What follows belongs to an exercise in optimizing a design on an open flow for small area, a short achievable clock period and few clock cycles per item; a production flow would make more cautious choices. At most, simulation tests tie the RTL to the original design; equivalence was not proved. Power and IR drop assume default switching activity.

==> v14 <==
==> flow/design.v <==
/*verilator lint_off DECLFILENAME*/
module exe_log2_plus_one
(
    input [31:0] in,
    output [5:0] out
);
    wire [7:0] v;
    wire [1:0] p [0:7];
    genvar g;
    generate
        for (g = 0; g < 8; g = g + 1) begin : nib
            wire [3:0] x = in[4*g+3:4*g];
            assign v[g] = |x;
            assign p[g] = x[3] ? 2'd3 : x[2] ? 2'd2 : x[1] ? 2'd1 : 2'd0;
        end
    endgenerate
    wire [2:0] k = v[7] ? 3'd7 : v[6] ? 3'd6 : v[5] ? 3'd5 : v[4] ? 3'd4 :
                   v[3] ? 3'd3 : v[2] ? 3'd2 : v[1] ? 3'd1 : 3'd0;
    assign out = (|v) ? {1'b0, k, p[k]} : 6'b111111;
endmodule
module exe_add_pfx #(parameter W = 32, parameter L = 5)
(
    input  [W-1:0] a,
    input  [W-1:0] b,
    input          ci,
    output [W-1:0] s,
    output         co
);
    wire [W-1:0] g [0:L];
    wire [W-1:0] p [0:L];
    assign g[0] = a & b;
    assign p[0] = a ^ b;
    genvar i, j;
    generate
        for (i = 0; i < L; i = i + 1) begin : lvl
            for (j = 0; j < W; j = j + 1) begin : bt
                if (j & (1 << i)) begin : blk
                    localparam integer K = ((j >> i) << i) - 1;
                    assign g[i+1][j] = g[i][j] | (p[i][j] & g[i][K]);
                    assign p[i+1][j] = p[i][j] & p[i][K];
                end else begin : pass
                    assign g[i+1][j] = g[i][j];
                    assign p[i+1][j] = p[i][j];
                end
            end
        end
    endgenerate
    wire [W:0] c;
    assign c[0] = ci;
    generate
        for (j = 1; j <= W; j = j + 1) begin : cy
            assign c[j] = g[L][j-1] | (p[L][j-1] & ci);
        end
    endgenerate
    assign s  = p[0] ^ c[W-1:0];
    assign co = c[W];
endmodule
module exe_neg_pfx #(parameter W = 32, parameter L = 5)
(
    input  [W-1:0] x,
    output [W-1:0] y
);
    wire [W-1:0] o [0:L];
    assign o[0] = x;
    genvar i, j;
    generate
        for (i = 0; i < L; i = i + 1) begin : lvl
            for (j = 0; j < W; j = j + 1) begin : bt
                if (j & (1 << i)) begin : blk
                    localparam integer K = ((j >> i) << i) - 1;
                    assign o[i+1][j] = o[i][j] | o[i][K];
                end else begin : pass
                    assign o[i+1][j] = o[i][j];
                end
            end
        end
    endgenerate
    assign y = x ^ {o[L][W-2:0], 1'b0};
endmodule
/*verilator lint_off DECLFILENAME*/
module div(
    input [0:0]         clk,
    input [0:0]         rstn,
    input flush_by_writeback,
    input [0:0]         div_en_in,
    input [0:0]         div_op,
    input [0:0]         div_sign,
    input [ 31:0 ]      div_sr0,
    input [ 31:0 ]      div_sr1,
    input [ 4:0 ]       div_addr_in,
    input [31:0]        div_pc_in,
    input [31:0]        div_inst_in,
    output reg [0:0]    div_en_out,
    output reg [0:0]    stall_by_div,
    output [ 31:0 ]     div_result,
    output [ 4:0 ]      div_addr_out,
    output [31:0]       div_pc_out,
    output [31:0]       div_inst_out
);
reg        iter;      
reg [31:0] rem;       
reg [32:0] y;         
reg        cin;       
reg [31:0] quo;       
reg [5:0]  pa;        
reg [5:0]  pb;        
reg        bz;        
reg [5:0]  cnt;       
reg        sa_r;      
reg        qn;        
reg        sel;       
reg        neg;       
reg [4:0]  addr;
reg [31:0] pc;
reg [31:0] inst;
wire        sa = div_sign & div_sr0[31];
wire        sb = div_sign & div_sr1[31];
wire [5:0]  pa_w;
wire [5:0]  pb_w;
exe_log2_plus_one log2_1(div_sr0 ^ {32{sa}}, pa_w);
exe_log2_plus_one log2_2(div_sr1 ^ {32{sb}}, pb_w);
wire [6:0]  d   = {pa[5], pa} - {pb[5], pb} + {6'd0, sa_r};
wire        go  = ~d[6] & ~bz;
wire [65:0] ysh = {y, {33{cin}}} << d[5:0];
wire [32:0] t;
wire        ge;
exe_add_pfx #(.W(33), .L(6)) add (.a({1'b0, rem}), .b(y), .ci(cin), .s(t), .co(ge));
wire [31:0] mag = sel ? rem : quo;
wire [31:0] nmag;
exe_neg_pfx #(.W(32), .L(5)) ng (.x(mag), .y(nmag));
assign div_result   = neg ? nmag : mag;
assign div_addr_out = addr;
assign div_pc_out   = pc;
assign div_inst_out = inst;
wire start = div_en_in & ~div_en_out;
wire fin   = iter ? cnt == 0 : !go;
always @(posedge clk) begin
    if (!rstn || flush_by_writeback) begin
        stall_by_div <= 0;
        div_en_out   <= 0;
    end else if (stall_by_div) begin
        if (fin) begin
            stall_by_div <= 0;
            div_en_out   <= 1;
        end
    end else begin
        stall_by_div <= start;
        div_en_out   <= 0;
    end
end
always @(posedge clk) begin
    if (stall_by_div) begin
        if (!iter) begin
            if (sa_r & go) rem <= nmag;
            quo  <= 0;
            y    <= ysh[65:33];
            cnt  <= d[5:0];
            neg  <= go & (sel ? sa_r : qn);
            iter <= 1;
        end else begin
            if (ge) rem <= t[31:0];
            quo <= {quo[30:0], ge};
            y   <= {1'b1, y[32:1]};
            cnt <= cnt - 1;
        end
    end else begin
        iter  <= 0;
        neg   <= 0;
        rem   <= div_sr0;
        quo   <= div_sr0;
        y     <= {1'b1, div_sr1 ^ {32{~sb}}};
        cin   <= ~sb;
        pa    <= pa_w;
        pb    <= pb_w;
        bz    <= div_sr1 == 0;
        sa_r  <= sa;
        qn    <= sa ^ sb;
        sel   <= div_op;
        addr  <= div_addr_in;
        pc    <= div_pc_in;
        inst  <= div_inst_in;
    end
end
endmodule
==> flow/run.sh <==
#!/bin/bash
# synth_recipe.tcl (not shown) runs the flow's synth.tcl, then flattens the netlist and writes it again
# the make line also repeats each setting of config.mk as NAME=value (left out here)
make -C /OpenROAD-flow-scripts/flow DESIGN_CONFIG=/design/flow/config.mk WORK_HOME=/design/flow/orfs CLKGATE_MAP_FILE= SYNTH_SCRIPT=/design/flow/synth_recipe.tcl finish
==> flow/config.mk <==
export PLATFORM = sky130hd
export DESIGN_NAME = div
export DESIGN_NICKNAME = div
export VERILOG_FILES = /design/flow/design.v
export SDC_FILE = /design/flow/constraint.sdc
export NUM_CORES = 4
export LEC_CHECK = 0
export CAP_MARGIN = 20
export CORE_MARGIN = 2
export CORE_UTILIZATION = 40
export PLACE_DENSITY = 0.6
export SETUP_SLACK_MARGIN = 2
export SLEW_MARGIN = 20
==> flow/constraint.sdc <==
create_clock -name core_clock -period 6.0 [get_ports {clk}]
set_input_delay 1.2000 -clock core_clock [delete_from_list [all_inputs] [get_ports {clk}]]
set_output_delay 1.2000 -clock core_clock [all_outputs]
set_load 0.01 [all_outputs]
==> inputs of v31, as changes to v14 <==
==> flow/design.v, changed modules only <==
module exe_orup_pfx #(parameter W = 32, parameter L = 5)
(
    input  [W-1:0] x,
    output [W-1:0] y
);
    wire [W-1:0] r;
    wire [W-1:0] o;
    genvar j;
    generate
        for (j = 0; j < W; j = j + 1) begin : rv
            assign r[j] = x[W-1-j];
            assign y[j] = o[W-1-j];
        end
    endgenerate
    wire [W-1:0] n;
    exe_neg_pfx #(.W(W), .L(L)) p (.x(r), .y(n));
    assign o = r | (r ^ n);
endmodule
module div(
    input [0:0]         clk,
    input [0:0]         rstn,
    input flush_by_writeback,
    input [0:0]         div_en_in,
    input [0:0]         div_op,
    input [0:0]         div_sign,
    input [ 31:0 ]      div_sr0,
    input [ 31:0 ]      div_sr1,
    input [ 4:0 ]       div_addr_in,
    input [31:0]        div_pc_in,
    input [31:0]        div_inst_in,
    output reg [0:0]    div_en_out,
    output reg [0:0]    stall_by_div,
    output [ 31:0 ]     div_result,
    output [ 4:0 ]      div_addr_out,
    output [31:0]       div_pc_out,
    output [31:0]       div_inst_out
);
localparam PREP = 2'd0;
localparam ITER = 2'd1;
localparam NEG  = 2'd2;
reg [1:0]  phase;
reg [31:0] rem;       
reg [34:0] y;         
reg        cin;       
reg [31:0] quo;       
reg [5:0]  pa;        
reg [5:0]  pb;        
reg [4:0]  cnt;       
reg        sa_r;      
reg        ma;        
reg        qn;        
reg        sel;       
reg        neg;       
reg [4:0]  addr;
reg [31:0] pc;
reg [31:0] inst;
wire        sa = div_sign & div_sr0[31];
wire        sb = div_sign & div_sr1[31];
wire [5:0]  pa_w;
wire [5:0]  pb_w;
wire [31:0] xa = sa ? {~div_sr0[30:0], 1'b1} : div_sr0;
wire [31:0] xb = div_sr1 ^ {32{sb}};
wire        bz_w = div_sr1 == 0;
exe_log2_plus_one log2_1(xa, pa_w);
exe_log2_plus_one log2_2(xb, pb_w);
wire [31:0] ta;       
exe_orup_pfx #(.W(32), .L(5)) oa (.x(xa), .y(ta));
wire        skip = bz_w | (|(xb & ~ta));
wire        ma_w = sa & |(div_sr0[30:0] & ~div_sr0[31:1]);
wire [6:0]  d;
wire        d_co;
exe_add_pfx #(.W(7), .L(3)) dsub (.a({pa[5], pa}), .b(~{pb[5], pb}), .ci(~ma), .s(d), .co(d_co));
wire        go  = ~d[6];
wire [69:0] ysh = {y, {35{cin}}} << {d[5:1], 1'b0};
wire [34:0] y2 = {y[33:0], cin};
wire [31:0] t1, t2, t3;
wire [2:0]  h1, h2;
wire [3:0]  h3;
wire        c1, c2, c3;
exe_add_pfx #(.W(35), .L(6)) add1 (.a({3'b000, rem}), .b(y),  .ci(cin), .s({h1, t1}), .co(c1));
exe_add_pfx #(.W(35), .L(6)) add2 (.a({3'b000, rem}), .b(y2), .ci(cin), .s({h2, t2}), .co(c2));
wire [34:0] cs_s = {3'b000, rem} ^ y ^ y2;
wire [34:0] cs_c = ({3'b000, rem} & y) | ({3'b000, rem} & y2) | (y & y2);
exe_add_pfx #(.W(36), .L(6)) add3 (.a({1'b0, cs_s}), .b({cs_c, cin}), .ci(cin), .s({h3, t3}), .co(c3));
wire        ge1 = c1;
wire        ge2 = c2;
wire        ge3 = c3;
wire [31:0] rn  = ({32{ge3}} & t3) | ({32{ge2 & ~ge3}} & t2) |
                  ({32{ge1 & ~ge2}} & t1) | ({32{~ge1}} & rem);
wire [31:0] mag = sel ? rem : quo;
wire [31:0] nmag;
exe_neg_pfx #(.W(32), .L(5)) ng (.x(mag), .y(nmag));
assign div_result   = mag;
assign div_addr_out = addr;
assign div_pc_out   = pc;
assign div_inst_out = inst;
wire [1:0] qd = {ge2, ge3 | (ge1 & ~ge2)};
wire pstep = go & (d[5:1] == 5'd0) & ~sa_r;
wire start = div_en_in & ~div_en_out;
wire fin   = (phase == NEG) || (phase == ITER && cnt == 0 && !neg) ||
             (phase == PREP && (!go || (pstep && (sel || !qn))));
always @(posedge clk) begin
    if (!rstn || flush_by_writeback) begin
        stall_by_div <= 0;
        div_en_out   <= 0;
    end else if (stall_by_div) begin
        if (fin) begin
            stall_by_div <= 0;
            div_en_out   <= 1;
        end
    end else begin
        stall_by_div <= start & ~skip;
        div_en_out   <= start & skip;
    end
end
always @(posedge clk) begin
    if (stall_by_div) begin
        case (phase)
            PREP: begin
                if (pstep) rem <= rn;
                else if (sa_r & go) rem <= nmag;
                quo   <= {30'd0, qd & {2{pstep}}};
                y     <= ysh[69:35];
                cnt   <= d[5:1];
                neg   <= go & (sel ? sa_r : qn);
                phase <= pstep ? NEG : ITER;
            end
            ITER: begin
                rem <= rn;
                quo <= {quo[29:0], qd};
                y   <= {2'b11, y[34:2]};
                cnt <= cnt - 1;
                if (cnt == 0) phase <= NEG;
            end
            default: begin
                rem <= nmag;
                quo <= {quo[29:0], qd};
                y   <= {2'b11, y[34:2]};
                sel <= 1;
            end
        endcase
    end else begin
        phase <= PREP;
        rem   <= div_sr0;
        quo   <= skip ? 32'd0 : div_sr0;
        y     <= {3'b111, div_sr1 ^ {32{~sb}}};
        cin   <= ~sb;
        pa    <= pa_w;
        pb    <= pb_w;
        sa_r  <= sa;
        ma    <= ma_w;
        qn    <= sa ^ sb;
        sel   <= div_op;
        neg   <= 0;
        addr  <= div_addr_in;
        pc    <= div_pc_in;
        inst  <= div_inst_in;
    end
end
endmodule
--- a/flow/config.mk
+++ b/flow/config.mk
@@ -6,8 +6,8 @@
 export NUM_CORES = 4
 export LEC_CHECK = 0
-export CAP_MARGIN = 20
+export CAP_MARGIN = 5
 export CORE_MARGIN = 2
 export CORE_UTILIZATION = 40
 export PLACE_DENSITY = 0.6
 export SETUP_SLACK_MARGIN = 2
-export SLEW_MARGIN = 20
+export SLEW_MARGIN = 5
==> inputs of v15, as changes to v14 <==
==> flow/design.v, changed modules only <==
module exe_log2_plus_one
(
    input [31:0] in,
    output [5:0] out
);
    wire [7:0] v;
    wire [1:0] p [0:7];
    genvar g;
    generate
        for (g = 0; g < 8; g = g + 1) begin : nib
            wire [3:0] x = in[4*g+3:4*g];
            assign v[g] = |x;
            assign p[g] = x[3] ? 2'd3 : x[2] ? 2'd2 : x[1] ? 2'd1 : 2'd0;
        end
    endgenerate
    wire [2:0] k = v[7] ? 3'd7 : v[6] ? 3'd6 : v[5] ? 3'd5 : v[4] ? 3'd4 :
                   v[3] ? 3'd3 : v[2] ? 3'd2 : v[1] ? 3'd1 : 3'd0;
    assign out = (|v) ? {1'b0, k, p[k]} + 6'd1 : 6'd0;
endmodule
module div(
    input [0:0]         clk,
    input [0:0]         rstn,
    input flush_by_writeback,
    input [0:0]         div_en_in,
    input [0:0]         div_op,
    input [0:0]         div_sign,
    input [ 31:0 ]      div_sr0,
    input [ 31:0 ]      div_sr1,
    input [ 4:0 ]       div_addr_in,
    input [31:0]        div_pc_in,
    input [31:0]        div_inst_in,
    output reg [0:0]    div_en_out,
    output reg [0:0]    stall_by_div,
    output [ 31:0 ]     div_result,
    output [ 4:0 ]      div_addr_out,
    output [31:0]       div_pc_out,
    output [31:0]       div_inst_out
);
localparam PREP = 2'd0;
localparam ITER = 2'd1;
localparam NEG  = 2'd2;
reg [1:0]  phase;
reg [31:0] rem;       
reg [31:0] y;         
reg        cin;       
reg [31:0] quo;       
reg [4:0]  cnt;       
reg        sel;       
reg        neg;       
reg [4:0]  addr;
reg [31:0] pc;
reg [31:0] inst;
wire        sa = div_sign & div_sr0[31];
wire        sb = div_sign & div_sr1[31];
wire [31:0] va = div_sr0 ^ {32{sa}};
wire [31:0] vb = div_sr1 ^ {32{sb}};
wire        pa = sa & ~|(div_sr0[30:0] & ~div_sr0[31:1]);
wire        pb = sb & ~|(div_sr1[30:0] & ~div_sr1[31:1]);
wire [31:0] xa = va | ({va[30:0], 1'b1} & {32{pa}});
wire [31:0] xb = vb | ({vb[30:0], 1'b1} & {32{pb}});
wire [5:0]  la;
wire [5:0]  lb;
exe_log2_plus_one log2_1(xa, la);
exe_log2_plus_one log2_2(xb, lb);
wire [6:0]  d  = {1'b0, la} - {1'b0, lb};
wire        go = ~d[6] && (div_sr1 != 0);
wire [31:0] bx = div_sr1 ^ {32{~sb}};
wire [63:0] ysh = {y, {32{cin}}} << cnt;
wire [32:0] t  = {1'b0, rem} + {1'b0, y} + {32'd0, cin};
wire        ge = t[32];
wire [31:0] mag = sel ? rem : quo;
assign div_result   = mag;
assign div_addr_out = addr;
assign div_pc_out   = pc;
assign div_inst_out = inst;
wire start = div_en_in & ~div_en_out;
always @(posedge clk) begin
    if (!rstn || flush_by_writeback) begin
        stall_by_div <= 0;
        div_en_out   <= 0;
    end else if (stall_by_div) begin
        if (phase == NEG || (phase == ITER && cnt == 0 && !neg)) begin
            stall_by_div <= 0;
            div_en_out   <= 1;
        end
    end else begin
        stall_by_div <= start & (go | (div_op & sa));
        div_en_out   <= start & ~(go | (div_op & sa));
    end
end
always @(posedge clk) begin
    if (stall_by_div) begin
        case (phase)
            PREP: begin
                y     <= ysh[63:32];
                phase <= ITER;
            end
            ITER: begin
                rem <= ge ? t[31:0] : rem;
                quo <= {quo[30:0], ge};
                y   <= {1'b1, y[31:1]};
                cnt <= cnt - 1;
                if (cnt == 0) phase <= NEG;
            end
            default: begin
                rem <= -mag;
                sel <= 1;
            end
        endcase
    end else begin
        phase <= go ? PREP : NEG;
        rem   <= sa ? -div_sr0 : div_sr0;
        quo   <= 0;
        y     <= bx;
        cin   <= ~sb;
        cnt   <= d[4:0];
        sel   <= div_op;
        neg   <= div_op ? sa : go & (sa ^ sb);
        addr  <= div_addr_in;
        pc    <= div_pc_in;
        inst  <= div_inst_in;
    end
end
endmodule
// module exe_add_pfx removed
// module exe_neg_pfx removed
--- a/flow/config.mk
+++ b/flow/config.mk
@@ -10,4 +10,3 @@
 export CORE_UTILIZATION = 40
 export PLACE_DENSITY = 0.6
-export SETUP_SLACK_MARGIN = 2
 export SLEW_MARGIN = 20
==> notes <==
Between v15 and v31, the lower count of clock-buffer cells in the layout is in v15 (gap 1).
In v31 the clock power is higher than in v15, by about 5%.
Sequential share of layout area, lowest first: v31, v15, v14.
Between v31 and v14, the lower global-route usage is in v14 (gap 1.8 points).
In v31 the wire length is higher than in v14, by 33%.
==> figures <==
Sequential group share of total power: v14 0.324; v31 0.257; v15 0.313
Routing usage on met2: v14 0.446; v31 0.443; v15 0.422
Initial Utilization: v14 0.407; v31 0.407; v15 0.406
Clk pwr share: v14 0.209; v31 0.169; v15 0.205
Setup Crit Path Kind: v14 flop to output pin; v31 flop to flop; v15 input pin to flop
Run status: v14 finished clean; v31 finished clean; v15 finished clean
Row cnt: v14 68; v31 76; v15 69
Layout-to-synthesis area ratio: v14 1.289x; v31 1.231x; v15 1.324x
Register cell area after layout: v14 5120 µm²; v31 5170 µm²; v15 4980 µm²
Tightest Pin Transition: v14 1.02 ns; v31 1.02 ns; v15 1.17 ns
Die area: v14 36900 µm²; v31 45600 µm²; v15 37600 µm²
Clock network power: v14 1120 µW; v31 1190 µW; v15 1130 µW
Testbench counts of v31, summed over its fixed seeds: cycles 80,335, items 12,000.
No functional check of the RTL was part of v14 and v15.
